Source: an optimization exercise on an open RTL-to-GDS flow (aim: small area and a short achievable clock period). Production flows keep margins and buffers that such runs may drop. Where RTL was checked, it was by simulation tests only, not by an equivalence proof against the original. Function not checked in run 1: the RTL went through the layout flow alone.

## flow/run.sh

```bash
#!/bin/bash
# synth_recipe.tcl (not shown) runs the flow's synth.tcl, then flattens the netlist and writes it again
# the make line also repeats each setting of config.mk as NAME=value (left out here)
make -C /OpenROAD-flow-scripts/flow DESIGN_CONFIG=/design/flow/config.mk WORK_HOME=/design/flow/orfs CLKGATE_MAP_FILE= SYNTH_SCRIPT=/design/flow/synth_recipe.tcl finish
```

## flow/config.mk

```make
export PLATFORM = sky130hd
export DESIGN_NAME = MAC_25
export DESIGN_NICKNAME = MAC_25
export VERILOG_FILES = /design/flow/design.v
export SDC_FILE = /design/flow/constraint.sdc
export NUM_CORES = 4
export LEC_CHECK = 0
export CAP_MARGIN = 20
export CORE_MARGIN = 2
export CORE_UTILIZATION = 65
export SETUP_SLACK_MARGIN = 2.5
export SLEW_MARGIN = 20
```

## flow/constraint.sdc

```tcl
create_clock -name core_clock -period 12.0 [get_ports {sys_clk}]
set_input_delay 2.4000 -clock core_clock [delete_from_list [all_inputs] [get_ports {sys_clk}]]
set_output_delay 2.4000 -clock core_clock [all_outputs]
set_load 0.01 [all_outputs]
```

## flow/design.v

```verilog
module MAC_25(
    input         sys_clk,
    input         sys_en,
    input         rst_n,
    input  [7:0]  data_in_a,
    input         sign_data_in_a,
    input  [7:0]  data_in_b,
    output [15:0] mul_output,
    output [24:0] mac_output
);
    wire [7:0] a = data_in_a;
    wire       t = sign_data_in_a;
    wire       bz = |data_in_b[6:0];
    wire [7:0] bp = {data_in_b[7] & bz, data_in_b[6:0]} ^ {8{t}};
    wire       sel1 = data_in_b[0];
    wire       sel2 = t & ~data_in_b[0];
    wire pp0_0 = (sel1 & a[0]);
    wire pp0_1 = (sel1 & a[1]) | (sel2 & a[0]);
    wire pp0_2 = (sel1 & a[2]) | (sel2 & a[1]);
    wire pp0_3 = (sel1 & a[3]) | (sel2 & a[2]);
    wire pp0_4 = (sel1 & a[4]) | (sel2 & a[3]);
    wire pp0_5 = (sel1 & a[5]) | (sel2 & a[4]);
    wire pp0_6 = (sel1 & a[6]) | (sel2 & a[5]);
    wire pp0_7 = (sel1 & a[7]) | (sel2 & a[6]);
    wire pp0_8 = (sel2 & a[7]);
    wire pp1_0 = a[0] & bp[1];
    wire pp1_1 = a[1] & bp[1];
    wire pp1_2 = a[2] & bp[1];
    wire pp1_3 = a[3] & bp[1];
    wire pp1_4 = a[4] & bp[1];
    wire pp1_5 = a[5] & bp[1];
    wire pp1_6 = a[6] & bp[1];
    wire pp1_7 = a[7] & bp[1];
    wire pp2_0 = a[0] & bp[2];
    wire pp2_1 = a[1] & bp[2];
    wire pp2_2 = a[2] & bp[2];
    wire pp2_3 = a[3] & bp[2];
    wire pp2_4 = a[4] & bp[2];
    wire pp2_5 = a[5] & bp[2];
    wire pp2_6 = a[6] & bp[2];
    wire pp2_7 = a[7] & bp[2];
    wire pp3_0 = a[0] & bp[3];
    wire pp3_1 = a[1] & bp[3];
    wire pp3_2 = a[2] & bp[3];
    wire pp3_3 = a[3] & bp[3];
    wire pp3_4 = a[4] & bp[3];
    wire pp3_5 = a[5] & bp[3];
    wire pp3_6 = a[6] & bp[3];
    wire pp3_7 = a[7] & bp[3];
    wire pp4_0 = a[0] & bp[4];
    wire pp4_1 = a[1] & bp[4];
    wire pp4_2 = a[2] & bp[4];
    wire pp4_3 = a[3] & bp[4];
    wire pp4_4 = a[4] & bp[4];
    wire pp4_5 = a[5] & bp[4];
    wire pp4_6 = a[6] & bp[4];
    wire pp4_7 = a[7] & bp[4];
    wire pp5_0 = a[0] & bp[5];
    wire pp5_1 = a[1] & bp[5];
    wire pp5_2 = a[2] & bp[5];
    wire pp5_3 = a[3] & bp[5];
    wire pp5_4 = a[4] & bp[5];
    wire pp5_5 = a[5] & bp[5];
    wire pp5_6 = a[6] & bp[5];
    wire pp5_7 = a[7] & bp[5];
    wire pp6_0 = a[0] & bp[6];
    wire pp6_1 = a[1] & bp[6];
    wire pp6_2 = a[2] & bp[6];
    wire pp6_3 = a[3] & bp[6];
    wire pp6_4 = a[4] & bp[6];
    wire pp6_5 = a[5] & bp[6];
    wire pp6_6 = a[6] & bp[6];
    wire pp6_7 = a[7] & bp[6];
    wire pp7_0 = ~(a[0] & bp[7]);
    wire pp7_1 = ~(a[1] & bp[7]);
    wire pp7_2 = ~(a[2] & bp[7]);
    wire pp7_3 = ~(a[3] & bp[7]);
    wire pp7_4 = ~(a[4] & bp[7]);
    wire pp7_5 = ~(a[5] & bp[7]);
    wire pp7_6 = ~(a[6] & bp[7]);
    wire pp7_7 = ~(a[7] & bp[7]);
    wire s1 = pp0_2 ^ pp1_1 ^ pp2_0;
    wire c2 = (pp0_2 & pp1_1) | (pp0_2 & pp2_0) | (pp1_1 & pp2_0);
    wire s3 = pp0_3 ^ pp1_2 ^ pp2_1;
    wire c4 = (pp0_3 & pp1_2) | (pp0_3 & pp2_1) | (pp1_2 & pp2_1);
    wire s5 = pp3_0 ^ c2 ^ s3;
    wire c6 = (pp3_0 & c2) | (pp3_0 & s3) | (c2 & s3);
    wire s7 = pp0_4 ^ pp1_3 ^ pp2_2;
    wire c8 = (pp0_4 & pp1_3) | (pp0_4 & pp2_2) | (pp1_3 & pp2_2);
    wire s9 = pp3_1 ^ pp4_0 ^ c4;
    wire c10 = (pp3_1 & pp4_0) | (pp3_1 & c4) | (pp4_0 & c4);
    wire s11 = s7 ^ c6 ^ s9;
    wire c12 = (s7 & c6) | (s7 & s9) | (c6 & s9);
    wire s13 = pp0_5 ^ pp1_4 ^ pp2_3;
    wire c14 = (pp0_5 & pp1_4) | (pp0_5 & pp2_3) | (pp1_4 & pp2_3);
    wire s15 = pp3_2 ^ pp4_1 ^ pp5_0;
    wire c16 = (pp3_2 & pp4_1) | (pp3_2 & pp5_0) | (pp4_1 & pp5_0);
    wire s17 = c8 ^ s13 ^ s15;
    wire c18 = (c8 & s13) | (c8 & s15) | (s13 & s15);
    wire s19 = c10 ^ s17 ^ c12;
    wire c20 = (c10 & s17) | (c10 & c12) | (s17 & c12);
    wire s21 = pp0_6 ^ pp1_5 ^ pp2_4;
    wire c22 = (pp0_6 & pp1_5) | (pp0_6 & pp2_4) | (pp1_5 & pp2_4);
    wire s23 = pp3_3 ^ pp4_2 ^ pp5_1;
    wire c24 = (pp3_3 & pp4_2) | (pp3_3 & pp5_1) | (pp4_2 & pp5_1);
    wire s25 = pp6_0 ^ c14 ^ c16;
    wire c26 = (pp6_0 & c14) | (pp6_0 & c16) | (c14 & c16);
    wire s27 = s21 ^ s23 ^ c18;
    wire c28 = (s21 & s23) | (s21 & c18) | (s23 & c18);
    wire s29 = s25 ^ s27;
    wire c30 = s25 & s27;
    wire s31 = 1'b1 ^ pp0_7 ^ pp1_6;
    wire c32 = (1'b1 & pp0_7) | (1'b1 & pp1_6) | (pp0_7 & pp1_6);
    wire s33 = pp2_5 ^ pp3_4 ^ pp4_3;
    wire c34 = (pp2_5 & pp3_4) | (pp2_5 & pp4_3) | (pp3_4 & pp4_3);
    wire s35 = pp5_2 ^ pp6_1 ^ pp7_0;
    wire c36 = (pp5_2 & pp6_1) | (pp5_2 & pp7_0) | (pp6_1 & pp7_0);
    wire s37 = c22 ^ c24 ^ s31;
    wire c38 = (c22 & c24) | (c22 & s31) | (c24 & s31);
    wire s39 = s33 ^ c26 ^ s35;
    wire c40 = (s33 & c26) | (s33 & s35) | (c26 & s35);
    wire s41 = s37 ^ c28 ^ s39;
    wire c42 = (s37 & c28) | (s37 & s39) | (c28 & s39);
    wire s43 = pp0_8 ^ pp1_7 ^ pp2_6;
    wire c44 = (pp0_8 & pp1_7) | (pp0_8 & pp2_6) | (pp1_7 & pp2_6);
    wire s45 = pp3_5 ^ pp4_4 ^ pp5_3;
    wire c46 = (pp3_5 & pp4_4) | (pp3_5 & pp5_3) | (pp4_4 & pp5_3);
    wire s47 = pp6_2 ^ pp7_1 ^ c32;
    wire c48 = (pp6_2 & pp7_1) | (pp6_2 & c32) | (pp7_1 & c32);
    wire s49 = c34 ^ s43 ^ s45;
    wire c50 = (c34 & s43) | (c34 & s45) | (s43 & s45);
    wire s51 = c36 ^ c38 ^ s47;
    wire c52 = (c36 & c38) | (c36 & s47) | (c38 & s47);
    wire s53 = s49 ^ c40 ^ s51;
    wire c54 = (s49 & c40) | (s49 & s51) | (c40 & s51);
    wire s55 = pp2_7 ^ pp3_6 ^ pp4_5;
    wire c56 = (pp2_7 & pp3_6) | (pp2_7 & pp4_5) | (pp3_6 & pp4_5);
    wire s57 = pp5_4 ^ pp6_3 ^ pp7_2;
    wire c58 = (pp5_4 & pp6_3) | (pp5_4 & pp7_2) | (pp6_3 & pp7_2);
    wire s59 = c44 ^ c46 ^ s55;
    wire c60 = (c44 & c46) | (c44 & s55) | (c46 & s55);
    wire s61 = c48 ^ c50 ^ s57;
    wire c62 = (c48 & c50) | (c48 & s57) | (c50 & s57);
    wire s63 = s59 ^ c52 ^ s61;
    wire c64 = (s59 & c52) | (s59 & s61) | (c52 & s61);
    wire s65 = pp3_7 ^ pp4_6 ^ pp5_5;
    wire c66 = (pp3_7 & pp4_6) | (pp3_7 & pp5_5) | (pp4_6 & pp5_5);
    wire s67 = pp6_4 ^ pp7_3 ^ c56;
    wire c68 = (pp6_4 & pp7_3) | (pp6_4 & c56) | (pp7_3 & c56);
    wire s69 = s65 ^ c58 ^ c60;
    wire c70 = (s65 & c58) | (s65 & c60) | (c58 & c60);
    wire s71 = s67 ^ c62 ^ s69;
    wire c72 = (s67 & c62) | (s67 & s69) | (c62 & s69);
    wire s73 = pp4_7 ^ pp5_6 ^ pp6_5;
    wire c74 = (pp4_7 & pp5_6) | (pp4_7 & pp6_5) | (pp5_6 & pp6_5);
    wire s75 = pp7_4 ^ c66 ^ s73;
    wire c76 = (pp7_4 & c66) | (pp7_4 & s73) | (c66 & s73);
    wire s77 = c68 ^ s75 ^ c70;
    wire c78 = (c68 & s75) | (c68 & c70) | (s75 & c70);
    wire s79 = pp5_7 ^ pp6_6 ^ pp7_5;
    wire c80 = (pp5_7 & pp6_6) | (pp5_7 & pp7_5) | (pp6_6 & pp7_5);
    wire s81 = c74 ^ c76 ^ s79;
    wire c82 = (c74 & c76) | (c74 & s79) | (c76 & s79);
    wire s83 = pp6_7 ^ pp7_6 ^ c80;
    wire c84 = (pp6_7 & pp7_6) | (pp6_7 & c80) | (pp7_6 & c80);
    wire [15:0] ra = {1'b1, pp7_7, c82, s81, c72, c64, c54, c42, c30, c20, s19, s11, s5, s1, pp0_1, pp0_0};
    wire [15:0] rb = {1'b0, c84, s83, c78, s77, s71, s63, s53, s41, s29, 1'b0, 1'b0, 1'b0, 1'b0, pp1_0, 1'b0};
    wire [15:0] prod;
    wire [15:0] g85 = ra & rb;
    wire [15:0] p86 = ra ^ rb;
    wire G87 = g85[1] | (p86[1] & g85[0]);
    wire P88 = p86[1] & p86[0];
    wire G89 = g85[3] | (p86[3] & g85[2]);
    wire P90 = p86[3] & p86[2];
    wire G91 = g85[5] | (p86[5] & g85[4]);
    wire P92 = p86[5] & p86[4];
    wire G93 = g85[7] | (p86[7] & g85[6]);
    wire P94 = p86[7] & p86[6];
    wire G95 = g85[9] | (p86[9] & g85[8]);
    wire P96 = p86[9] & p86[8];
    wire G97 = g85[11] | (p86[11] & g85[10]);
    wire P98 = p86[11] & p86[10];
    wire G99 = g85[13] | (p86[13] & g85[12]);
    wire P100 = p86[13] & p86[12];
    wire G101 = g85[15] | (p86[15] & g85[14]);
    wire P102 = p86[15] & p86[14];
    wire G103 = g85[2] | (p86[2] & G87);
    wire P104 = p86[2] & P88;
    wire G105 = G89 | (P90 & G87);
    wire P106 = P90 & P88;
    wire G107 = g85[6] | (p86[6] & G91);
    wire P108 = p86[6] & P92;
    wire G109 = G93 | (P94 & G91);
    wire P110 = P94 & P92;
    wire G111 = g85[10] | (p86[10] & G95);
    wire P112 = p86[10] & P96;
    wire G113 = G97 | (P98 & G95);
    wire P114 = P98 & P96;
    wire G115 = g85[14] | (p86[14] & G99);
    wire P116 = p86[14] & P100;
    wire G117 = G101 | (P102 & G99);
    wire P118 = P102 & P100;
    wire G119 = g85[4] | (p86[4] & G105);
    wire P120 = p86[4] & P106;
    wire G121 = G91 | (P92 & G105);
    wire P122 = P92 & P106;
    wire G123 = G107 | (P108 & G105);
    wire P124 = P108 & P106;
    wire G125 = G109 | (P110 & G105);
    wire P126 = P110 & P106;
    wire G127 = g85[12] | (p86[12] & G113);
    wire P128 = p86[12] & P114;
    wire G129 = G99 | (P100 & G113);
    wire P130 = P100 & P114;
    wire G131 = G115 | (P116 & G113);
    wire P132 = P116 & P114;
    wire G133 = G117 | (P118 & G113);
    wire P134 = P118 & P114;
    wire G135 = g85[8] | (p86[8] & G125);
    wire P136 = p86[8] & P126;
    wire G137 = G95 | (P96 & G125);
    wire P138 = P96 & P126;
    wire G139 = G111 | (P112 & G125);
    wire P140 = P112 & P126;
    wire G141 = G113 | (P114 & G125);
    wire P142 = P114 & P126;
    wire G143 = G127 | (P128 & G125);
    wire P144 = P128 & P126;
    wire G145 = G129 | (P130 & G125);
    wire P146 = P130 & P126;
    wire G147 = G131 | (P132 & G125);
    wire P148 = P132 & P126;
    wire G149 = G133 | (P134 & G125);
    wire P150 = P134 & P126;
    assign prod = p86 ^ {G147, G145, G143, G141, G139, G137, G135, G125, G123, G121, G119, G105, G103, G87, g85[0], 1'b0};
    assign mul_output = prod;
    reg  [24:0] acc;
    wire [15:0] pg = prod & {16{sys_en}};
    wire [24:0] acc_next;
    wire cy16;
    wire [15:0] lo_sum;
    wire [15:0] g151 = acc[15:0] & pg;
    wire [15:0] p152 = acc[15:0] ^ pg;
    wire G153 = g151[1] | (p152[1] & g151[0]);
    wire P154 = p152[1] & p152[0];
    wire G155 = g151[3] | (p152[3] & g151[2]);
    wire P156 = p152[3] & p152[2];
    wire G157 = g151[5] | (p152[5] & g151[4]);
    wire P158 = p152[5] & p152[4];
    wire G159 = g151[7] | (p152[7] & g151[6]);
    wire P160 = p152[7] & p152[6];
    wire G161 = g151[9] | (p152[9] & g151[8]);
    wire P162 = p152[9] & p152[8];
    wire G163 = g151[11] | (p152[11] & g151[10]);
    wire P164 = p152[11] & p152[10];
    wire G165 = g151[13] | (p152[13] & g151[12]);
    wire P166 = p152[13] & p152[12];
    wire G167 = g151[15] | (p152[15] & g151[14]);
    wire P168 = p152[15] & p152[14];
    wire G169 = g151[2] | (p152[2] & G153);
    wire P170 = p152[2] & P154;
    wire G171 = G155 | (P156 & G153);
    wire P172 = P156 & P154;
    wire G173 = g151[6] | (p152[6] & G157);
    wire P174 = p152[6] & P158;
    wire G175 = G159 | (P160 & G157);
    wire P176 = P160 & P158;
    wire G177 = g151[10] | (p152[10] & G161);
    wire P178 = p152[10] & P162;
    wire G179 = G163 | (P164 & G161);
    wire P180 = P164 & P162;
    wire G181 = g151[14] | (p152[14] & G165);
    wire P182 = p152[14] & P166;
    wire G183 = G167 | (P168 & G165);
    wire P184 = P168 & P166;
    wire G185 = g151[4] | (p152[4] & G171);
    wire P186 = p152[4] & P172;
    wire G187 = G157 | (P158 & G171);
    wire P188 = P158 & P172;
    wire G189 = G173 | (P174 & G171);
    wire P190 = P174 & P172;
    wire G191 = G175 | (P176 & G171);
    wire P192 = P176 & P172;
    wire G193 = g151[12] | (p152[12] & G179);
    wire P194 = p152[12] & P180;
    wire G195 = G165 | (P166 & G179);
    wire P196 = P166 & P180;
    wire G197 = G181 | (P182 & G179);
    wire P198 = P182 & P180;
    wire G199 = G183 | (P184 & G179);
    wire P200 = P184 & P180;
    wire G201 = g151[8] | (p152[8] & G191);
    wire P202 = p152[8] & P192;
    wire G203 = G161 | (P162 & G191);
    wire P204 = P162 & P192;
    wire G205 = G177 | (P178 & G191);
    wire P206 = P178 & P192;
    wire G207 = G179 | (P180 & G191);
    wire P208 = P180 & P192;
    wire G209 = G193 | (P194 & G191);
    wire P210 = P194 & P192;
    wire G211 = G195 | (P196 & G191);
    wire P212 = P196 & P192;
    wire G213 = G197 | (P198 & G191);
    wire P214 = P198 & P192;
    wire G215 = G199 | (P200 & G191);
    wire P216 = P200 & P192;
    assign lo_sum = p152 ^ {G213, G211, G209, G207, G205, G203, G201, G191, G189, G187, G185, G171, G169, G153, g151[0], 1'b0};
    assign cy16 = G215;
    assign acc_next[15:0] = lo_sum;
    wire inc = cy16 & ~pg[15];
    wire dec = pg[15] & ~cy16;
    wire [8:0] hi = acc[24:16];
    wire [8:0] ones, zeros;
    assign ones[0] = 1'b1;
    assign zeros[0] = 1'b1;
    assign ones[1] = ones[0] & hi[0];
    assign zeros[1] = zeros[0] & ~hi[0];
    assign ones[2] = ones[1] & hi[1];
    assign zeros[2] = zeros[1] & ~hi[1];
    assign ones[3] = ones[2] & hi[2];
    assign zeros[3] = zeros[2] & ~hi[2];
    assign ones[4] = ones[3] & hi[3];
    assign zeros[4] = zeros[3] & ~hi[3];
    assign ones[5] = ones[4] & hi[4];
    assign zeros[5] = zeros[4] & ~hi[4];
    assign ones[6] = ones[5] & hi[5];
    assign zeros[6] = zeros[5] & ~hi[5];
    assign ones[7] = ones[6] & hi[6];
    assign zeros[7] = zeros[6] & ~hi[6];
    assign ones[8] = ones[7] & hi[7];
    assign zeros[8] = zeros[7] & ~hi[7];
    assign acc_next[24:16] = hi ^ (({9{inc}} & ones) | ({9{dec}} & zeros));
    always @(posedge sys_clk or negedge rst_n) begin
        if (!rst_n)
            acc <= 25'd0;
        else
            acc <= acc_next;
    end
    assign mac_output = acc;
endmodule
```

==> out/results.env, run 1 <==
PLACED_CELL_AREA_UM2=4185
YOSYS-TOP-CELLS-AREA='sky130_fd_sc_hd__fa_1 (26%), sky130_fd_sc_hd__dfrtp_1 (18%), sky130_fd_sc_hd__ha_1 (11%)'
POSTSYNTHCELLCOUNT=356
LARGEST_REGISTERS='acc (25)'
AREA_GROWTH_SYN_TO_LAYOUT_PCT=30.32
PIN_COUNT=61
INITIAL_CORE_UTIL=0.6805
DETAIL_ROUTE.FIRST_PASS.ITERATIONS=5
MAX_SLEW_MARGIN=0.6622
CRITICAL-PATH-SLOWEST-CELL='sky130_fd_sc_hd__fa_1'
POSTSYNTH.ASYNCRESETSHARE=1.000
FINAL.MIN_CLOCK_PERIOD_PS=9449
GRT_FIRST_PASS_WIRELENGTH_UM=13430
LAYOUT_WORST_PATH_CYCLE_SHARE=0.7874
POST-SYNTH-TOP-AREA-FRACTION=0.2560
GLOBAL_ROUTE.OVERFLOW_TOTAL=0
DETAIL_ROUTE.VIAS_PER_CELL=5.764
DRIVE_GT1_FRAC=0.1585
FIRST_GLOBAL_VIAS=2895
SYNTH_SEQUENTIAL_AREA_RATIO=0.1777
GLOBALPLACE.CONGESTION=0.8291
FINAL.SETUP.TNS_PS=0
HOLDCRITPATHCLASS='reg -> reg'
CRIT-REG2REG-LAUNCH='acc[0]'
ACHIEVABLE-FREQUENCY_GHz=0.1058
MAX_SLEW.WORST_PIN.SLEW_PS=505.1
DIE_WIDTH_UM=77.59
HOLD_PATH.STARTPOINT='acc[24]'
POST_SYNTH.CELL_AREA_AVG_UM2=9.887
LARGEST_REGISTER_FFS=25
DRV_SLEW=0
TIMING.FINAL.WS_SETUP_PS=2551
ROW_CNT=26
CTS_BUFFERS=3
SYNTH_WARNINGS=1
TIMING.MAX_CAP.VIOLATIONS=0
WORST_HOLD_PATH.NUM_CELLS=1
MOST_USED_STANDARD_CELLS_IN_THE_SYNTHESIZED_NETLIST='sky130_fd_sc_hd__and2_1 (53), sky130_fd_sc_hd__fa_1 (45), sky130_fd_sc_hd__inv_1 (39), sky130_fd_sc_hd__ha_1 (32), sky130_fd_sc_hd__dfrtp_1 (25)'
CRITICAL_PATH_CLASS='in -> out'
POST-SYNTH-TOP-AREA-CELL='sky130_fd_sc_hd__fa_1'
TOP_REGISTER='acc'
TIMING.HOLD.WORST_ENDPOINT='acc[24]'
COREAREA_UM2=5172
OUTCOME='complete, no violations'
WIRE_PER_INST_UM=17.42
CTS_MAX_PATH_BUFFERS=2
SYNTHMOSTINSTANTIATEDCELL='sky130_fd_sc_hd__and2_1'
CLOCK-SKEW-FINAL_PS=9.475
FLOORPLAN.DIE_AREA_UM2=6019
YS_FF_LATCH=25
TIMING.CRITICAL_PATH.SLOWEST_CELL_DELAY_PS=560
MAX_FO_CRITICAL_PATH=4
SYNTH_EDF_COUNT=0
DP_HPWL_UM=5927
RSZ0062_AT_GRT='false'
DIE_H_UM=77.59
CLK-INSERTION-DELAY-LATE_PS=280
GR-USAGE-ALL-LAYERS=0.2762
RR_WORST_DEPTH=16
NUMBER_OF_NETS_IN_THE_FINAL_LAYOUT=527
IO_BUFFER_COUNT=60
ANTENNA_CELLS_INSERTED=0
SYNTH.LIB_CELLS_USED.DISTINCT=50
DR_TOTAL_VIAS=2876
CLOCK_SINKS=25
FINAL_CORE_UTILIZATION=0.8868
ROUTED_WIRE_LENGTH_UM=8691
FF2FF_SETUP_SLACK_PS=8320
SYNTHESIS.AREA_UM2=3520
PATH_CLK_SLEW_PS=90
NUMBER_OF_ANTENNA_VIOLATIONS_AT_THE_FIRST_CHECK_IN_GLOBAL_ROUTING=0
PRE_CTS_SLACK_PS=1702
LARGEST_NET_DEGREE_AT_THE_START_OF_GLOBAL_ROUTING=26
FINAL_AREA_UM2=4587
CP-START-KIND='input pin'
CTS_TREE='done'
FILL_CELLS=251
HTREE_NUM_LEVELS=1
NUMBER_OF_HOLD_VIOLATIONS_IN_THE_FINAL_REPORT=0
DETAIL_ROUTE.DRC_VIOLATIONS=0
CRIT-REG2REG-CAPTURE='acc[24]'
CTS_ROOT_CELL='sky130_fd_sc_hd__clkbuf_8'
HOLDBUFCOUNTCTS=0
TIMING.CRITICAL_PATH.ARRIVAL_PS=7050
CRIT_CHAIN='dlygate4sd2_1 -> or4_4 -> o41ai_4 -> xnor2_2 -> and2_4 -> fa_1 -> inv_1 -> fa_1 -> fa_1 -> ha_4 -> a21o_1 -> a21o_1 -> a21oi_4 -> buf_4 -> o21ai_4 -> o311ai_4 -> nor2b_4 -> buf_2'
DRTANTENNAVIOLNETS=0
CRITICAL-PATH-TOP-CELL-BY-COUNT='sky130_fd_sc_hd__fa_1'
SYNTH_TOP_FLOP_CELL='sky130_fd_sc_hd__dfrtp_1'
SETUP_VIOL=0
WORSTPATHREQUIRED_PS=9600
DETAIL_ROUTE.ITER0.VIOLATIONS=159
FINALHOLDWORSTSLACK_PS=477.7
SETUP.WORST_PATH.END_CLASS='output pin'
area by class of cell:
type	instances	area (µm²)	share of cell area
multi-input combinational	285	2975	0.6487
clock buffer	3	41.29	0.009002
timing repair buffer	76	703.2	0.1533
tap	70	87.58	0.01909
clock inverter	1	7.507	0.001637
inverter	39	146.4	0.03191
sequential	25	625.6	0.1364
metrics by stage:
step / instances
floorplan: 356
global placement: 480
detailed placement: 480
CTS: 496
global route: 499
finish: 499
per-layer routing:
metal	routed length, µm	GRT usage	vias up
li1	-	-	1318
met1	3571	0.3670	1438
met2	4533	0.4828	99
met3	429	0.04651	21
met4	156	0.04643	0
met5	0	0	-
timing repair:
action,CTS,global route
gates resized for setup,51,20
setup endpoints to repair,14,9
pin swaps,16,15
buffers inserted,12,3
cells in the final DEF, fill, tap and decap left out, types with 3 or more instances in the layout:
cell                              Yosys  layout
sky130_fd_sc_hd__a21oi_1             11       9
sky130_fd_sc_hd__a21oi_4              1       3
sky130_fd_sc_hd__and2_4               0       4
sky130_fd_sc_hd__a22o_1               6       6
sky130_fd_sc_hd__buf_4                1      16
sky130_fd_sc_hd__clkbuf_8             0       3
sky130_fd_sc_hd__ha_1                32      25
sky130_fd_sc_hd__dlygate4sd2_1        0       5
sky130_fd_sc_hd__a31oi_1              4       4
sky130_fd_sc_hd__o21ai_0              4       4
sky130_fd_sc_hd__ha_4                 0       6
sky130_fd_sc_hd__nand2_1             23      23
sky130_fd_sc_hd__nand3_1              6       6
sky130_fd_sc_hd__fa_1                45      44
sky130_fd_sc_hd__nor3_1               5       4
sky130_fd_sc_hd__xor2_1              19      13
sky130_fd_sc_hd__dlymetal6s2s_1       0       5
sky130_fd_sc_hd__buf_2                0       3
sky130_fd_sc_hd__xor2_2               0       4
sky130_fd_sc_hd__dfrtp_1             25      25
sky130_fd_sc_hd__and3_1               3       3
sky130_fd_sc_hd__and2_1              53      49
sky130_fd_sc_hd__nand2b_1             4       4
sky130_fd_sc_hd__inv_1               39      39
sky130_fd_sc_hd__xnor2_1             15      13
sky130_fd_sc_hd__nor2_1               6       5
sky130_fd_sc_hd__clkdlybuf4s50_1      0      44
sky130_fd_sc_hd__a21o_1               9       9
logic make-up after synthesis:
kind of cell | synth area share
simple gates | 0.2048
fa+ha+maj | 0.3697
compound gates | 0.1102
buf+inv | 0.05012
xor+xnor | 0.08461
flops | 0.1777
mux | 0.002844
how the worst max path moves through the flow:
stage | slack (ps) | start | depth (start not counted) | end
2_1_floorplan | 2710 | data_in_b[3] | 27 | acc[24]
3_3_place_gp | 1870 | sign_data_in_a | 17 | mul_output[15]
3_5_place_dp | 1700 | sign_data_in_a | 25 | acc[24]
4_1_cts | 2530 | data_in_b[2] | 13 | mul_output[8]
5_1_grt | 2450 | data_in_b[5] | 29 | acc[24]
6_report | 2550 | data_in_b[5] | 18 | mul_output[15]
critical path: cells and delay by family:
kind | cells | cell delay [ps]
adder cells (fa/ha/maj) | 4 | 1780
buffers and inverters | 4 | 610
AO/OA/AOI/OAI | 6 | 1200
AND/OR/NAND/NOR | 3 | 890
XOR/XNOR | 1 | 160
==> inputs of run 2 (changes only) <==
--- a/flow/design.v
+++ b/flow/design.v
@@ -8,6 +8,24 @@
     output [15:0] mul_output,
     output [24:0] mac_output
 );
+    wire [64:0] pp;
+    wire [15:0] ra, rb, prod;
+    wire [24:0] acc_next;
+    reg  [24:0] acc;
+    mac_pp u_pp(.data_in_a(data_in_a), .sign_data_in_a(sign_data_in_a), .data_in_b(data_in_b), .pp(pp));
+    mac_tree u_tree(.pp(pp), .ra(ra), .rb(rb));
+    mac_cpa u_cpa(.ra(ra), .rb(rb), .prod(prod));
+    mac_acc u_acc(.sys_en(sys_en), .acc(acc), .prod(prod), .acc_next(acc_next));
+    assign mul_output = prod;
+    always @(posedge sys_clk or negedge rst_n) begin
+        if (!rst_n)
+            acc <= 25'd0;
+        else
+            acc <= acc_next;
+    end
+    assign mac_output = acc;
+endmodule
+module mac_pp(input [7:0] data_in_a, input sign_data_in_a, input [7:0] data_in_b, output [64:0] pp);
     wire [7:0] a = data_in_a;
     wire       t = sign_data_in_a;
     wire       bz = |data_in_b[6:0];
@@ -79,6 +97,74 @@
     wire pp7_5 = ~(a[5] & bp[7]);
     wire pp7_6 = ~(a[6] & bp[7]);
     wire pp7_7 = ~(a[7] & bp[7]);
+    assign pp = {pp7_7, pp7_6, pp6_7, pp7_5, pp6_6, pp5_7, pp7_4, pp6_5, pp5_6, pp4_7, pp7_3, pp6_4, pp5_5, pp4_6, pp3_7, pp7_2, pp6_3, pp5_4, pp4_5, pp3_6, pp2_7, pp7_1, pp6_2, pp5_3, pp4_4, pp3_5, pp2_6, pp1_7, pp0_8, pp7_0, pp6_1, pp5_2, pp4_3, pp3_4, pp2_5, pp1_6, pp0_7, pp6_0, pp5_1, pp4_2, pp3_3, pp2_4, pp1_5, pp0_6, pp5_0, pp4_1, pp3_2, pp2_3, pp1_4, pp0_5, pp4_0, pp3_1, pp2_2, pp1_3, pp0_4, pp3_0, pp2_1, pp1_2, pp0_3, pp2_0, pp1_1, pp0_2, pp1_0, pp0_1, pp0_0};
+endmodule
+module mac_tree(input [64:0] pp, output [15:0] ra, output [15:0] rb);
+    wire pp0_0 = pp[0];
+    wire pp0_1 = pp[1];
+    wire pp1_0 = pp[2];
+    wire pp0_2 = pp[3];
+    wire pp1_1 = pp[4];
+    wire pp2_0 = pp[5];
+    wire pp0_3 = pp[6];
+    wire pp1_2 = pp[7];
+    wire pp2_1 = pp[8];
+    wire pp3_0 = pp[9];
+    wire pp0_4 = pp[10];
+    wire pp1_3 = pp[11];
+    wire pp2_2 = pp[12];
+    wire pp3_1 = pp[13];
+    wire pp4_0 = pp[14];
+    wire pp0_5 = pp[15];
+    wire pp1_4 = pp[16];
+    wire pp2_3 = pp[17];
+    wire pp3_2 = pp[18];
+    wire pp4_1 = pp[19];
+    wire pp5_0 = pp[20];
+    wire pp0_6 = pp[21];
+    wire pp1_5 = pp[22];
+    wire pp2_4 = pp[23];
+    wire pp3_3 = pp[24];
+    wire pp4_2 = pp[25];
+    wire pp5_1 = pp[26];
+    wire pp6_0 = pp[27];
+    wire pp0_7 = pp[28];
+    wire pp1_6 = pp[29];
+    wire pp2_5 = pp[30];
+    wire pp3_4 = pp[31];
+    wire pp4_3 = pp[32];
+    wire pp5_2 = pp[33];
+    wire pp6_1 = pp[34];
+    wire pp7_0 = pp[35];
+    wire pp0_8 = pp[36];
+    wire pp1_7 = pp[37];
+    wire pp2_6 = pp[38];
+    wire pp3_5 = pp[39];
+    wire pp4_4 = pp[40];
+    wire pp5_3 = pp[41];
+    wire pp6_2 = pp[42];
+    wire pp7_1 = pp[43];
+    wire pp2_7 = pp[44];
+    wire pp3_6 = pp[45];
+    wire pp4_5 = pp[46];
+    wire pp5_4 = pp[47];
+    wire pp6_3 = pp[48];
+    wire pp7_2 = pp[49];
+    wire pp3_7 = pp[50];
+    wire pp4_6 = pp[51];
+    wire pp5_5 = pp[52];
+    wire pp6_4 = pp[53];
+    wire pp7_3 = pp[54];
+    wire pp4_7 = pp[55];
+    wire pp5_6 = pp[56];
+    wire pp6_5 = pp[57];
+    wire pp7_4 = pp[58];
+    wire pp5_7 = pp[59];
+    wire pp6_6 = pp[60];
+    wire pp7_5 = pp[61];
+    wire pp6_7 = pp[62];
+    wire pp7_6 = pp[63];
+    wire pp7_7 = pp[64];
     wire s1 = pp0_2 ^ pp1_1 ^ pp2_0;
     wire c2 = (pp0_2 & pp1_1) | (pp0_2 & pp2_0) | (pp1_1 & pp2_0);
     wire s3 = pp0_3 ^ pp1_2 ^ pp2_1;
@@ -113,59 +199,60 @@
     wire c32 = (1'b1 & pp0_7) | (1'b1 & pp1_6) | (pp0_7 & pp1_6);
     wire s33 = pp2_5 ^ pp3_4 ^ pp4_3;
     wire c34 = (pp2_5 & pp3_4) | (pp2_5 & pp4_3) | (pp3_4 & pp4_3);
-    wire s35 = pp5_2 ^ pp6_1 ^ pp7_0;
-    wire c36 = (pp5_2 & pp6_1) | (pp5_2 & pp7_0) | (pp6_1 & pp7_0);
-    wire s37 = c22 ^ c24 ^ s31;
-    wire c38 = (c22 & c24) | (c22 & s31) | (c24 & s31);
-    wire s39 = s33 ^ c26 ^ s35;
-    wire c40 = (s33 & c26) | (s33 & s35) | (c26 & s35);
+    wire s35 = pp5_2 ^ pp6_1 ^ c22;
+    wire c36 = (pp5_2 & pp6_1) | (pp5_2 & c22) | (pp6_1 & c22);
+    wire s37 = c24 ^ s31 ^ s33;
+    wire c38 = (c24 & s31) | (c24 & s33) | (s31 & s33);
+    wire s39 = c26 ^ pp7_0 ^ s35;
+    wire c40 = (c26 & pp7_0) | (c26 & s35) | (pp7_0 & s35);
     wire s41 = s37 ^ c28 ^ s39;
     wire c42 = (s37 & c28) | (s37 & s39) | (c28 & s39);
     wire s43 = pp0_8 ^ pp1_7 ^ pp2_6;
     wire c44 = (pp0_8 & pp1_7) | (pp0_8 & pp2_6) | (pp1_7 & pp2_6);
     wire s45 = pp3_5 ^ pp4_4 ^ pp5_3;
     wire c46 = (pp3_5 & pp4_4) | (pp3_5 & pp5_3) | (pp4_4 & pp5_3);
-    wire s47 = pp6_2 ^ pp7_1 ^ c32;
-    wire c48 = (pp6_2 & pp7_1) | (pp6_2 & c32) | (pp7_1 & c32);
-    wire s49 = c34 ^ s43 ^ s45;
-    wire c50 = (c34 & s43) | (c34 & s45) | (s43 & s45);
-    wire s51 = c36 ^ c38 ^ s47;
-    wire c52 = (c36 & c38) | (c36 & s47) | (c38 & s47);
-    wire s53 = s49 ^ c40 ^ s51;
-    wire c54 = (s49 & c40) | (s49 & s51) | (c40 & s51);
+    wire s47 = pp6_2 ^ c32 ^ c34;
+    wire c48 = (pp6_2 & c32) | (pp6_2 & c34) | (c32 & c34);
+    wire s49 = s43 ^ s45 ^ c36;
+    wire c50 = (s43 & s45) | (s43 & c36) | (s45 & c36);
+    wire s51 = c38 ^ pp7_1 ^ s47;
+    wire c52 = (c38 & pp7_1) | (c38 & s47) | (pp7_1 & s47);
+    wire s53 = c40 ^ s49 ^ s51;
+    wire c54 = (c40 & s49) | (c40 & s51) | (s49 & s51);
     wire s55 = pp2_7 ^ pp3_6 ^ pp4_5;
     wire c56 = (pp2_7 & pp3_6) | (pp2_7 & pp4_5) | (pp3_6 & pp4_5);
-    wire s57 = pp5_4 ^ pp6_3 ^ pp7_2;
-    wire c58 = (pp5_4 & pp6_3) | (pp5_4 & pp7_2) | (pp6_3 & pp7_2);
-    wire s59 = c44 ^ c46 ^ s55;
-    wire c60 = (c44 & c46) | (c44 & s55) | (c46 & s55);
-    wire s61 = c48 ^ c50 ^ s57;
-    wire c62 = (c48 & c50) | (c48 & s57) | (c50 & s57);
-    wire s63 = s59 ^ c52 ^ s61;
-    wire c64 = (s59 & c52) | (s59 & s61) | (c52 & s61);
+    wire s57 = pp5_4 ^ pp6_3 ^ c44;
+    wire c58 = (pp5_4 & pp6_3) | (pp5_4 & c44) | (pp6_3 & c44);
+    wire s59 = c46 ^ s55 ^ c48;
+    wire c60 = (c46 & s55) | (c46 & c48) | (s55 & c48);
+    wire s61 = pp7_2 ^ s57 ^ c50;
+    wire c62 = (pp7_2 & s57) | (pp7_2 & c50) | (s57 & c50);
+    wire s63 = c52 ^ s59 ^ s61;
+    wire c64 = (c52 & s59) | (c52 & s61) | (s59 & s61);
     wire s65 = pp3_7 ^ pp4_6 ^ pp5_5;
     wire c66 = (pp3_7 & pp4_6) | (pp3_7 & pp5_5) | (pp4_6 & pp5_5);
-    wire s67 = pp6_4 ^ pp7_3 ^ c56;
-    wire c68 = (pp6_4 & pp7_3) | (pp6_4 & c56) | (pp7_3 & c56);
-    wire s69 = s65 ^ c58 ^ c60;
-    wire c70 = (s65 & c58) | (s65 & c60) | (c58 & c60);
-    wire s71 = s67 ^ c62 ^ s69;
-    wire c72 = (s67 & c62) | (s67 & s69) | (c62 & s69);
+    wire s67 = pp6_4 ^ c56 ^ s65;
+    wire c68 = (pp6_4 & c56) | (pp6_4 & s65) | (c56 & s65);
+    wire s69 = c58 ^ pp7_3 ^ s67;
+    wire c70 = (c58 & pp7_3) | (c58 & s67) | (pp7_3 & s67);
+    wire s71 = c60 ^ s69 ^ c62;
+    wire c72 = (c60 & s69) | (c60 & c62) | (s69 & c62);
     wire s73 = pp4_7 ^ pp5_6 ^ pp6_5;
     wire c74 = (pp4_7 & pp5_6) | (pp4_7 & pp6_5) | (pp5_6 & pp6_5);
-    wire s75 = pp7_4 ^ c66 ^ s73;
-    wire c76 = (pp7_4 & c66) | (pp7_4 & s73) | (c66 & s73);
-    wire s77 = c68 ^ s75 ^ c70;
-    wire c78 = (c68 & s75) | (c68 & c70) | (s75 & c70);
-    wire s79 = pp5_7 ^ pp6_6 ^ pp7_5;
-    wire c80 = (pp5_7 & pp6_6) | (pp5_7 & pp7_5) | (pp6_6 & pp7_5);
-    wire s81 = c74 ^ c76 ^ s79;
-    wire c82 = (c74 & c76) | (c74 & s79) | (c76 & s79);
-    wire s83 = pp6_7 ^ pp7_6 ^ c80;
-    wire c84 = (pp6_7 & pp7_6) | (pp6_7 & c80) | (pp7_6 & c80);
-    wire [15:0] ra = {1'b1, pp7_7, c82, s81, c72, c64, c54, c42, c30, c20, s19, s11, s5, s1, pp0_1, pp0_0};
-    wire [15:0] rb = {1'b0, c84, s83, c78, s77, s71, s63, s53, s41, s29, 1'b0, 1'b0, 1'b0, 1'b0, pp1_0, 1'b0};
-    wire [15:0] prod;
+    wire s75 = c66 ^ s73 ^ c68;
+    wire c76 = (c66 & s73) | (c66 & c68) | (s73 & c68);
+    wire s77 = pp7_4 ^ c70 ^ s75;
+    wire c78 = (pp7_4 & c70) | (pp7_4 & s75) | (c70 & s75);
+    wire s79 = pp5_7 ^ pp6_6 ^ c74;
+    wire c80 = (pp5_7 & pp6_6) | (pp5_7 & c74) | (pp6_6 & c74);
+    wire s81 = pp7_5 ^ s79 ^ c76;
+    wire c82 = (pp7_5 & s79) | (pp7_5 & c76) | (s79 & c76);
+    wire s83 = pp6_7 ^ c80 ^ pp7_6;
+    wire c84 = (pp6_7 & c80) | (pp6_7 & pp7_6) | (c80 & pp7_6);
+    assign ra = {1'b1, pp7_7, s83, c78, s77, c64, c54, c42, c30, c20, s19, s11, s5, s1, pp0_1, pp0_0};
+    assign rb = {1'b0, c84, c82, s81, c72, s71, s63, s53, s41, s29, 1'b0, 1'b0, 1'b0, 1'b0, pp1_0, 1'b0};
+endmodule
+module mac_cpa(input [15:0] ra, input [15:0] rb, output [15:0] prod);
     wire [15:0] g85 = ra & rb;
     wire [15:0] p86 = ra ^ rb;
     wire G87 = g85[1] | (p86[1] & g85[0]);
@@ -233,10 +320,9 @@
     wire G149 = G133 | (P134 & G125);
     wire P150 = P134 & P126;
     assign prod = p86 ^ {G147, G145, G143, G141, G139, G137, G135, G125, G123, G121, G119, G105, G103, G87, g85[0], 1'b0};
-    assign mul_output = prod;
-    reg  [24:0] acc;
+endmodule
+module mac_acc(input sys_en, input [24:0] acc, input [15:0] prod, output [24:0] acc_next);
     wire [15:0] pg = prod & {16{sys_en}};
-    wire [24:0] acc_next;
     wire cy16;
     wire [15:0] lo_sum;
     wire [15:0] g151 = acc[15:0] & pg;
@@ -331,11 +417,4 @@
     assign ones[8] = ones[7] & hi[7];
     assign zeros[8] = zeros[7] & ~hi[7];
     assign acc_next[24:16] = hi ^ (({9{inc}} & ones) | ({9{dec}} & zeros));
-    always @(posedge sys_clk or negedge rst_n) begin
-        if (!rst_n)
-            acc <= 25'd0;
-        else
-            acc <= acc_next;
-    end
-    assign mac_output = acc;
 endmodule
==> flow/flow/run.sh (new file) <==
#!/bin/bash
set -euo pipefail
bash standard.sh "BUFFER_PORTS_ARGS=-buffer_cell sky130_fd_sc_hd__buf_1" finish > standard.log 2>&1
==> flow/standard.sh (new file) <==
#!/bin/bash
# synth_recipe.tcl (not shown) runs the flow's synth.tcl, then flattens the netlist and writes it again
# the make line also repeats each setting of config.mk as NAME=value (left out here)
make -C /OpenROAD-flow-scripts/flow DESIGN_CONFIG=/design/flow/config.mk WORK_HOME=/design/flow/orfs CLKGATE_MAP_FILE= SYNTH_SCRIPT=/design/flow/synth_recipe.tcl "${@:-finish}"
--- a/flow/config.mk
+++ b/flow/config.mk
@@ -7,6 +7,6 @@
 export LEC_CHECK = 0
 export CAP_MARGIN = 20
 export CORE_MARGIN = 2
-export CORE_UTILIZATION = 65
-export SETUP_SLACK_MARGIN = 2.5
+export CORE_UTILIZATION = 40
+export SETUP_SLACK_MARGIN = 3
 export SLEW_MARGIN = 20
removed: flow/run.sh
==> out/results.env, run 2 <==
CLOCK_SINKS=25  # unchanged
ANTENNA_CELLS_INSERTED=0  # unchanged
SYNTHMOSTINSTANTIATEDCELL='sky130_fd_sc_hd__inv_1'
TIMING.MAX_CAP.VIOLATIONS=0  # unchanged
MAX_SLEW.WORST_PIN.SLEW_PS=602.6  # +97.56 ps
ACHIEVABLE-FREQUENCY_GHz=0.1127  # +6.5%
CRITICAL-PATH-SLOWEST-CELL='sky130_fd_sc_hd__fa_1'
DR_TOTAL_VIAS=2786  # -3.1%
YS_FF_LATCH=25  # unchanged
DIE_H_UM=98.32  # +27%
CRITICAL-PATH-TOP-CELL-BY-COUNT='sky130_fd_sc_hd__fa_1'
SYNTH_TOP_FLOP_CELL='sky130_fd_sc_hd__dfrtp_1'
ROUTED_WIRE_LENGTH_UM=7723  # -11%
INITIAL_CORE_UTIL=0.4100  # -0.2704
WORSTPATHREQUIRED_PS=9600  # about the same
WIRE_PER_INST_UM=13.99  # -20%
DETAIL_ROUTE.VIAS_PER_CELL=5.047  # -12%
NUMBER_OF_NETS_IN_THE_FINAL_LAYOUT=542  # +2.8%
FINAL_AREA_UM2=4294  # -6.4%
AREA_GROWTH_SYN_TO_LAYOUT_PCT=20.68
POST_SYNTH.CELL_AREA_AVG_UM2=9.364  # -5.3%
MAX_FO_CRITICAL_PATH=11  # +7
SYNTH_WARNINGS=1  # unchanged
YOSYS-TOP-CELLS-AREA='sky130_fd_sc_hd__fa_1 (25%), sky130_fd_sc_hd__dfrtp_1 (18%), sky130_fd_sc_hd__ha_1 (11%)'
POSTSYNTH.ASYNCRESETSHARE=1.000  # unchanged
PATH_CLK_SLEW_PS=90  # about the same
GRT_USE_MET3=0.01432  # -0.03220
FIRST_GLOBAL_VIAS=2731  # -5.7%
IO_BUFFER_COUNT=60  # unchanged
FINAL.MIN_CLOCK_PERIOD_PS=8871  # -578.3 ps
DRTANTENNAVIOLNETS=0  # unchanged
SETUP.WORST_PATH.END_CLASS='output pin'
TOP_REGISTER='acc'
FINAL.SETUP.TNS_PS=0  # unchanged
CTS_MAX_PATH_BUFFERS=2  # unchanged
COREAREA_UM2=8678  # +68%
POSTSYNTHCELLCOUNT=380  # +6.7%
SYNTH_SEQUENTIAL_AREA_RATIO=0.1758  # -0.001937
WORST_PATH_DOMINANT_CELL_FAMILY='adder cells'
DETAIL_ROUTE.DRC_VIOLATIONS=0  # unchanged
MAX_SLEW_MARGIN=0.5982  # -0.06399
CLOCK-SKEW-FINAL_PS=3.033  # -6.442 ps
GLOBALPLACE.CONGESTION=0.8484  # +2.3%
CTS_BUFFERS=3  # unchanged
NUMBER_OF_ANTENNA_VIOLATIONS_AT_THE_FIRST_CHECK_IN_GLOBAL_ROUTING=0  # unchanged
CTS_TREE='done'
PLACED_CELL_AREA_UM2=3889  # -7.1%
DIE_WIDTH_UM=98.32  # +27%
CRITICAL_PATH_CLASS='in -> out'
DP_HPWL_UM=6279  # +5.9%
LARGEST_NET_DEGREE_AT_THE_START_OF_GLOBAL_ROUTING=26  # unchanged
RSZ0062_AT_GRT='true'
HOLDBUFCOUNTCTS=0  # unchanged
PLACED_CELLS=540  # +13%
LARGEST_REGISTER_FFS=25  # unchanged
HOLDCRITPATHCLASS='reg -> reg'
POST-SYNTH-TOP-AREA-CELL='sky130_fd_sc_hd__fa_1'
GRT_UTIL_MET1=0.2172  # -0.1499
POST-SYNTH-TOP-AREA-FRACTION=0.2532  # -0.002790
TIMING.CRITICAL_PATH.BUF_INV=5  # +1
CP-START-KIND='input pin'
GR-USAGE-ALL-LAYERS=0.1641  # -0.1121
FF2FF_SETUP_SLACK_PS=8710  # +390 ps
LAYOUT_WORST_PATH_CYCLE_SHARE=0.7392  # -0.04819
CLK-INSERTION-DELAY-LATE_PS=260  # -20 ps
CRIT_CHAIN='buf_16 -> xor2_4 -> buf_4 -> and2_1 -> fa_1 -> inv_1 -> fa_1 -> fa_1 -> inv_1 -> fa_1 -> ha_4 -> a21o_1 -> a31oi_4 -> o21ai_4 -> a2111oi_4 -> buf_2'
TIMING.CRITICAL_PATH.SLOWEST_CELL_DELAY_PS=540  # -20 ps
MOST_USED_STANDARD_CELLS_IN_THE_SYNTHESIZED_NETLIST='sky130_fd_sc_hd__inv_1 (51), sky130_fd_sc_hd__fa_1 (45), sky130_fd_sc_hd__and2_1 (43), sky130_fd_sc_hd__nand2_1 (36), sky130_fd_sc_hd__ha_1 (32)'
STDCELL_COUNT=552  # +11%
GLOBALROUTE.BUSIESTLAYER='met2'
FLOORPLAN.DIE_AREA_UM2=9667  # +61%
GRTUSAGEMET2=0.3004  # -0.1824
ROW_CNT=34  # +31%
DETAIL_ROUTE.ITER0.VIOLATIONS=73  # -54%
CTS_ROOT_CELL='sky130_fd_sc_hd__clkbuf_8'
NUMBER_OF_HOLD_VIOLATIONS_IN_THE_FINAL_REPORT=0  # unchanged
OUTCOME='complete, no violations'
TIMING.CRITICAL_PATH.ARRIVAL_PS=6470  # -580 ps
GRT_FIRST_PASS_WIRELENGTH_UM=13150  # -2.1%
SYNTH_EDF_COUNT=0  # unchanged
SYNTH.LIB_CELLS_USED.DISTINCT=46  # -8.0%
DETAIL_ROUTE.FIRST_PASS.ITERATIONS=4  # -1
LAYOUT.CELLS.MOST_COMMON_LIST='sky130_fd_sc_hd__inv_1 (49), sky130_fd_sc_hd__buf_1 (49), sky130_fd_sc_hd__fa_1 (44)'
PIN_COUNT=61  # unchanged
SETUP_VIOL=0  # unchanged
SYNTHESIS.AREA_UM2=3558  # +1.1%
DRV_SLEW=0  # unchanged
LARGEST_REGISTERS='acc (25)'
GLOBAL_ROUTE.OVERFLOW_TOTAL=0  # unchanged
DRIVE_GT1_FRAC=0.1171  # -0.04139
HTREE_NUM_LEVELS=1  # unchanged
## run 2: changes by cell type after synthesis, moves of 3 or more
cell / previous run / this run
sky130_fd_sc_hd__nand3_1: 6 / 1
sky130_fd_sc_hd__o21ai_0: 4 / 7
sky130_fd_sc_hd__and2_1: 53 / 43
sky130_fd_sc_hd__nand2_1: 23 / 36
sky130_fd_sc_hd__a21o_1: 9 / 6
sky130_fd_sc_hd__o21a_1: 1 / 4
sky130_fd_sc_hd__mux2i_1: 1 / 4
sky130_fd_sc_hd__nor2_1: 6 / 18
sky130_fd_sc_hd__inv_1: 39 / 51
## run 2: per-layer routing
metal	vias to the layer above	routed length, µm
met5	-	0
met4	0	49
met3	4	280
met2	60	3977
met1	1361	3415
li1	1361	-
## run 2: area by class of cell
class,count,area (µm²)
clock buffers,4,45.04
inverters,51,191.4
repair buffers,69,344.1
fillers,853,4384
well taps,108,135.1
multi-input cells,295,2953
flip-flops and latches,25,625.6
## run 2: worst reg2reg max path: stages (launching register included)
cell	delay [ps]
sky130_fd_sc_hd__dfrtp_1	390
sky130_fd_sc_hd__ha_1	340
sky130_fd_sc_hd__a21o_1	220
sky130_fd_sc_hd__or3_1	350
sky130_fd_sc_hd__o21a_1	260
sky130_fd_sc_hd__a21o_2	230
sky130_fd_sc_hd__nor2_1	130
sky130_fd_sc_hd__ha_1	180
sky130_fd_sc_hd__nor4b_4	230
sky130_fd_sc_hd__or3b_4	430
sky130_fd_sc_hd__nor4_1	190
sky130_fd_sc_hd__a41oi_1	90
sky130_fd_sc_hd__xnor2_1	150
## run 2: what timing repair did
item	in CTS	in global routing
gates resized for setup	18	39
buffers inserted	3	5
pin swaps	3	11
endpoints found under the setup margin	12	12
## run 2: final timing paths
check	start	end	cells past startpoint
setup / recovery	sign_data_in_a	mul_output[14]	16
max in group asynchronous	rst_n	acc[12]	2
min in group asynchronous	rst_n	acc[2]	2
setup reg to reg	acc[5]	acc[24]	12
hold reg to reg	acc[24]	acc[24]	1
hold / removal	acc[24]	acc[24]	1
## run 2: logic make-up (layout without fill, tap and decap cells)
kind of cell / after synthesis / after routing / synth area share
AND/OR/NAND/NOR: 127 / 127 / 0.1906
adder cells (fa/ha/maj): 77 / 77 / 0.3657
buffers and inverters: 60 / 124 / 0.06435
AO/OA/AOI/OAI: 54 / 54 / 0.1111
XOR/XNOR: 33 / 33 / 0.08122
flip-flops: 25 / 25 / 0.1758
multiplexers: 4 / 4 / 0.01125
## run 2: stage by stage
step	worst slack (ps)	hold slack, ps	util
floorplan	3003	508.4	-
global placement	2432	464.2	0.4481
detailed placement	2248	465.7	0.4481
CTS	3023	477.9	0.4691
global route	2982	502.4	0.4948
finish	3129	471.1	0.4948
==> inputs of run 3 (changes only) <==
--- a/flow/config.mk
+++ b/flow/config.mk
@@ -10,3 +10,5 @@
 export CORE_UTILIZATION = 40
 export SETUP_SLACK_MARGIN = 3
 export SLEW_MARGIN = 20
+export SYNTH_HIERARCHICAL = 1
+export SYNTH_MINIMUM_KEEP_SIZE = 0
==> out/results.env, run 3 <==
CTS_ROOT_CELL='sky130_fd_sc_hd__clkbuf_16'
HTREE_NUM_LEVELS=1  # unchanged
CLK-INSERTION-DELAY-LATE_PS=260  # about the same
CLOCK_SINKS=25  # unchanged
SYNTHMOSTINSTANTIATEDCELL='sky130_fd_sc_hd__buf_4'
CTS_BUFFERS=3  # unchanged
COREAREA_UM2=11320  # +30%
CRITICAL-PATH-SLOWEST-CELL='sky130_fd_sc_hd__fa_1'
CLOCK-SKEW-FINAL_PS=4.018  # +0.9858 ps
GLOBAL_ROUTE.OVERFLOW_TOTAL=0  # unchanged
HOLDBUFCOUNTCTS=0  # unchanged
IO_BUFFER_COUNT=60  # unchanged
CRIT_CHAIN='buf_12 -> xor2_4 -> and2_4 -> fa_1 -> fa_1 -> fa_1 -> fa_1 -> ha_1 -> nand3_1 -> or3_4 -> a211o_1 -> a211o_1 -> o311ai_2 -> buf_2'
SYNTHESIS.AREA_UM2=4617  # +30%
CTS_MAX_PATH_BUFFERS=2  # unchanged
FF2FF_SETUP_SLACK_PS=8670  # -40 ps
FINAL_AREA_UM2=4631  # +7.8%
OUTCOME='complete, no violations'
PIN_COUNT=61  # unchanged
PATH_CLK_SLEW_PS=60  # -30 ps
CP-START-KIND='input pin'
PLACED_CELL_AREA_UM2=4293  # +10%
SETUP_VIOL=0  # unchanged
FINALHOLDWORSTSLACK_PS=470.4  # -0.6700 ps
CRIT-REG2REG-LAUNCH='acc[0]'
ROW_CNT=39  # +15%
NUMBER_OF_ANTENNA_VIOLATIONS_AT_THE_FIRST_CHECK_IN_GLOBAL_ROUTING=0  # unchanged
MUX_CONTRIBUTION_TO_SYNTHESIZED_AREA=0.009485  # -0.001767
PRE_CTS_SLACK_PS=2401  # +152.9 ps
TOP_REGISTER='acc'
MOSTFREQUENTLAYOUTCELL='sky130_fd_sc_hd__inv_1'
FINAL_CORE_UTILIZATION=0.4090  # -0.08577
GLOBALPLACE.CONGESTION=0.8189  # -3.5%
SETUP.WORST_PATH.END_CLASS='output pin'
MAX_SLEW_MARGIN=0.5486  # -0.04966
TIMING.CRITICAL_PATH.ARRIVAL_PS=6490  # +20 ps
RR_WORST_DEPTH=11  # -1
LAYOUT.CELLS.MOST_COMMON_LIST='sky130_fd_sc_hd__inv_1 (67), sky130_fd_sc_hd__and2_1 (62), sky130_fd_sc_hd__buf_1 (50)'
SYNTH_WARNINGS=7  # +6
POSTSYNTHCELLCOUNT=516  # +36%
HOLD_PATH.STARTPOINT='acc[24]'
TIMING.MAX_CAP.VIOLATIONS=0  # unchanged
MAX_SLEW.WORST_PIN.SLEW_PS=672.6  # +69.97 ps
POST_SYNTH.CELL_AREA_AVG_UM2=8.948  # -4.5%
DRTANTENNAVIOLNETS=0  # unchanged
MOST_USED_STANDARD_CELLS_IN_THE_SYNTHESIZED_NETLIST='sky130_fd_sc_hd__buf_4 (97), sky130_fd_sc_hd__inv_1 (69), sky130_fd_sc_hd__and2_1 (65), sky130_fd_sc_hd__fa_1 (48), sky130_fd_sc_hd__ha_1 (34)'
POSTSYNTH.ASYNCRESETSHARE=1.000  # unchanged
NUMBER_OF_HOLD_VIOLATIONS_IN_THE_FINAL_REPORT=0  # unchanged
POST_SYNTH_AND_OR_NAND_NOR_AREA_FRACTION=0.1583  # -0.03231
WORST_HOLD_PATH.NUM_CELLS=1  # unchanged
LAYOUT_WORST_PATH_CYCLE_SHARE=0.7408  # +0.001622
CRITICAL_PATH_CLASS='in -> out'
HOLDCRITPATHCLASS='reg -> reg'
FLOORPLAN.DIE_AREA_UM2=12420  # +28%
DIE_H_UM=111.4  # +13%
SYNTH_EDF_COUNT=0  # unchanged
DETAIL_ROUTE.DRC_VIOLATIONS=0  # unchanged
DETAIL_ROUTE.VIAS_PER_CELL=4.835  # -4.2%
AREA_GROWTH_SYN_TO_LAYOUT_PCT=0.2981
MAX_FO_CRITICAL_PATH=11  # unchanged
ROUTED_WIRE_LENGTH_UM=8583  # +11%
CRITICAL-PATH-TOP-CELL-BY-COUNT='sky130_fd_sc_hd__fa_1'
DRIVE_GT1_FRAC=0.1104  # -0.006688
YS_FF_LATCH=25  # unchanged
CRIT-REG2REG-CAPTURE='acc[24]'
SYNTH_TOP_FLOP_CELL='sky130_fd_sc_hd__dfrtp_1'
SYNTH_COMPOUND_AREA_FRAC=0.1111  # about the same
WIRE_PER_INST_UM=13.58  # -2.9%
LARGEST_NET_DEGREE_AT_THE_START_OF_GLOBAL_ROUTING=26  # unchanged
GR-USAGE-ALL-LAYERS=0.1420  # -0.02207
YOSYS-TOP-CELLS-AREA='sky130_fd_sc_hd__fa_1 (21%), sky130_fd_sc_hd__buf_4 (16%), sky130_fd_sc_hd__dfrtp_1 (14%)'
RSZ0062_AT_GRT='true'
SYNTH_SEQUENTIAL_AREA_RATIO=0.1355  # -0.04031
ANTENNA_CELLS_INSERTED=0  # unchanged
DETAIL_ROUTE.ITER0.VIOLATIONS=156  # +110%
NUMBER_OF_NETS_IN_THE_FINAL_LAYOUT=592  # +9.2%
DETAIL_ROUTE.FIRST_PASS.ITERATIONS=4  # unchanged
YOSYS.AREA_SHARE.ADDER=0.3003  # -0.06541
CTS_TREE='done'
SYNTH.LIB_CELLS_USED.DISTINCT=52  # +13%
LARGEST_REGISTER_FFS=25  # unchanged
FILL_CELLS=1123  # +32%
SYNTHXORXNORAREAFRAC=0.06260  # -0.01862
ACHIEVABLE-FREQUENCY_GHz=0.1125  # -0.22%
STDCELL_COUNT=632  # +14%
FINAL.SETUP.TNS_PS=0  # unchanged
PLACED_CELLS=623  # +15%
SYNTH_TOP_FAMILY_BY_AREA='adder cells'
DIE_WIDTH_UM=111.4  # +13%
FIRST_GLOBAL_VIAS=3241  # +19%
TIMING.FINAL.WS_SETUP_PS=3110  # -19.47 ps
POST-SYNTH-TOP-AREA-CELL='sky130_fd_sc_hd__fa_1'
DP_HPWL_UM=7149  # +14%
INITIAL_CORE_UTIL=0.4078  # -0.002210
POST-SYNTH-TOP-AREA-FRACTION=0.2081  # -0.04503
FINAL.MIN_CLOCK_PERIOD_PS=8890  # +19.47 ps
WORSTPATHREQUIRED_PS=9600  # about the same
DRV_SLEW=0  # unchanged
DR_TOTAL_VIAS=3056  # +9.7%
TIMING.CRITICAL_PATH.SLOWEST_CELL_DELAY_PS=520  # -20 ps
TIMING.HOLD.WORST_ENDPOINT='acc[24]'
LARGEST_REGISTERS='acc (25)'
GRT_FIRST_PASS_WIRELENGTH_UM=14990  # +14%
run 3: cell count changes in the layout (fill, tap and decap cells not counted), moves of 6 or more:
cell	change
sky130_fd_sc_hd__and2_1	+21
sky130_fd_sc_hd__conb_1	+7
sky130_fd_sc_hd__inv_1	+18
sky130_fd_sc_hd__nand2_1	-23
sky130_fd_sc_hd__nand3_1	+7
sky130_fd_sc_hd__nor2_1	-7
sky130_fd_sc_hd__o21ai_1	+9
sky130_fd_sc_hd__xnor2_1	+6
sky130_fd_sc_hd__xor2_1	-6
run 3: final cells by class:
cell class,instances,area (µm²),share of cell area
inverters,69,259.0,0.05593
clock inverters,1,5.005,0.001081
flip-flops and latches,25,625.6,0.1351
repair buffers,66,300.3,0.06485
multi-input cells,325,3187,0.6882
well taps,143,178.9,0.03864
clock buffers,3,75.07,0.01621
run 3: how the worst max path moves through the flow:
stage / from / to / slack, ps / cells past startpoint
2_1_floorplan: data_in_b[0] / mul_output[9] / 3000 / 17
3_3_place_gp: sign_data_in_a / mul_output[14] / 2560 / 14
3_5_place_dp: sign_data_in_a / mul_output[14] / 2400 / 14
4_1_cts: sign_data_in_a / mul_output[14] / 2970 / 15
5_1_grt: data_in_b[3] / mul_output[14] / 2920 / 13
6_report: sign_data_in_a / mul_output[14] / 3110 / 14
run 3: modules after synthesis (local to each module, per instance):
module | area (µm²) | cells inside | flops+latches
MAC_25 | 625.6 | 25 | 25
mac_acc | 1066 | 142 | 0
mac_cpa | 639.4 | 77 | 0
mac_pp | 1032 | 148 | 0
mac_tree | 1254 | 124 | 0
run 3: critical path, delay by kind of cell:
kind / cells / cell delay (ps)
AND/OR/NAND/NOR: 3 / 650
buffers and inverters: 2 / 320
adder cells (fa/ha/maj): 5 / 2210
AO/OA/AOI/OAI: 3 / 710
XOR/XNOR: 1 / 210
run 3: kinds of logic after synthesis:
group / count (synthesis)
flops: 25
mux: 4
compound gates: 74
simple gates: 125
other cells: 2
xor+xnor: 33
fa+ha+maj: 82
buf+inv: 171
run 3: metal layers:
layer  global-route usage  part of all wire
met2               0.2533              0.49
met3              0.01415             0.033
met5                    0                 0
met1               0.1896              0.47
met4              0.02634             0.010
run 3: timing repair:
item,CTS,global route
endpoints found under the setup margin,14,13
resized for setup,22,26
pin swaps,3,22
buffers inserted,1,4

-- separate check: timing with driven ports --
No port has a modelled driver above. Below, the same layouts with a new extraction and two added sets of constraints.
Step 1 assumes that a clkbuf_16 drives the clock port and a buf_2 every other input.
Step 2 also shifts input and output timing later by t, the mid clock arrival at the registers, as if the neighbouring blocks saw the same clock.
Three values: ideal ports, drivers, drivers and shift; two values: the first two.
run	shift t [ns]	setup WS [ns]	worst register clock-pin slew, ns
run 1	0.294	2.551 / 2.530 / 2.335	0.09 / 0.09
run 2	0.285	3.129 / 3.070 / 2.939	0.09 / 0.09
run 3	0.291	3.110 / 3.064 / 3.064	0.07 / 0.07
After both steps every run listed still meets setup and hold. The setup slack of run 1, which loses most, moves by -0.021 ns with the drivers and by -0.216 ns with both steps.
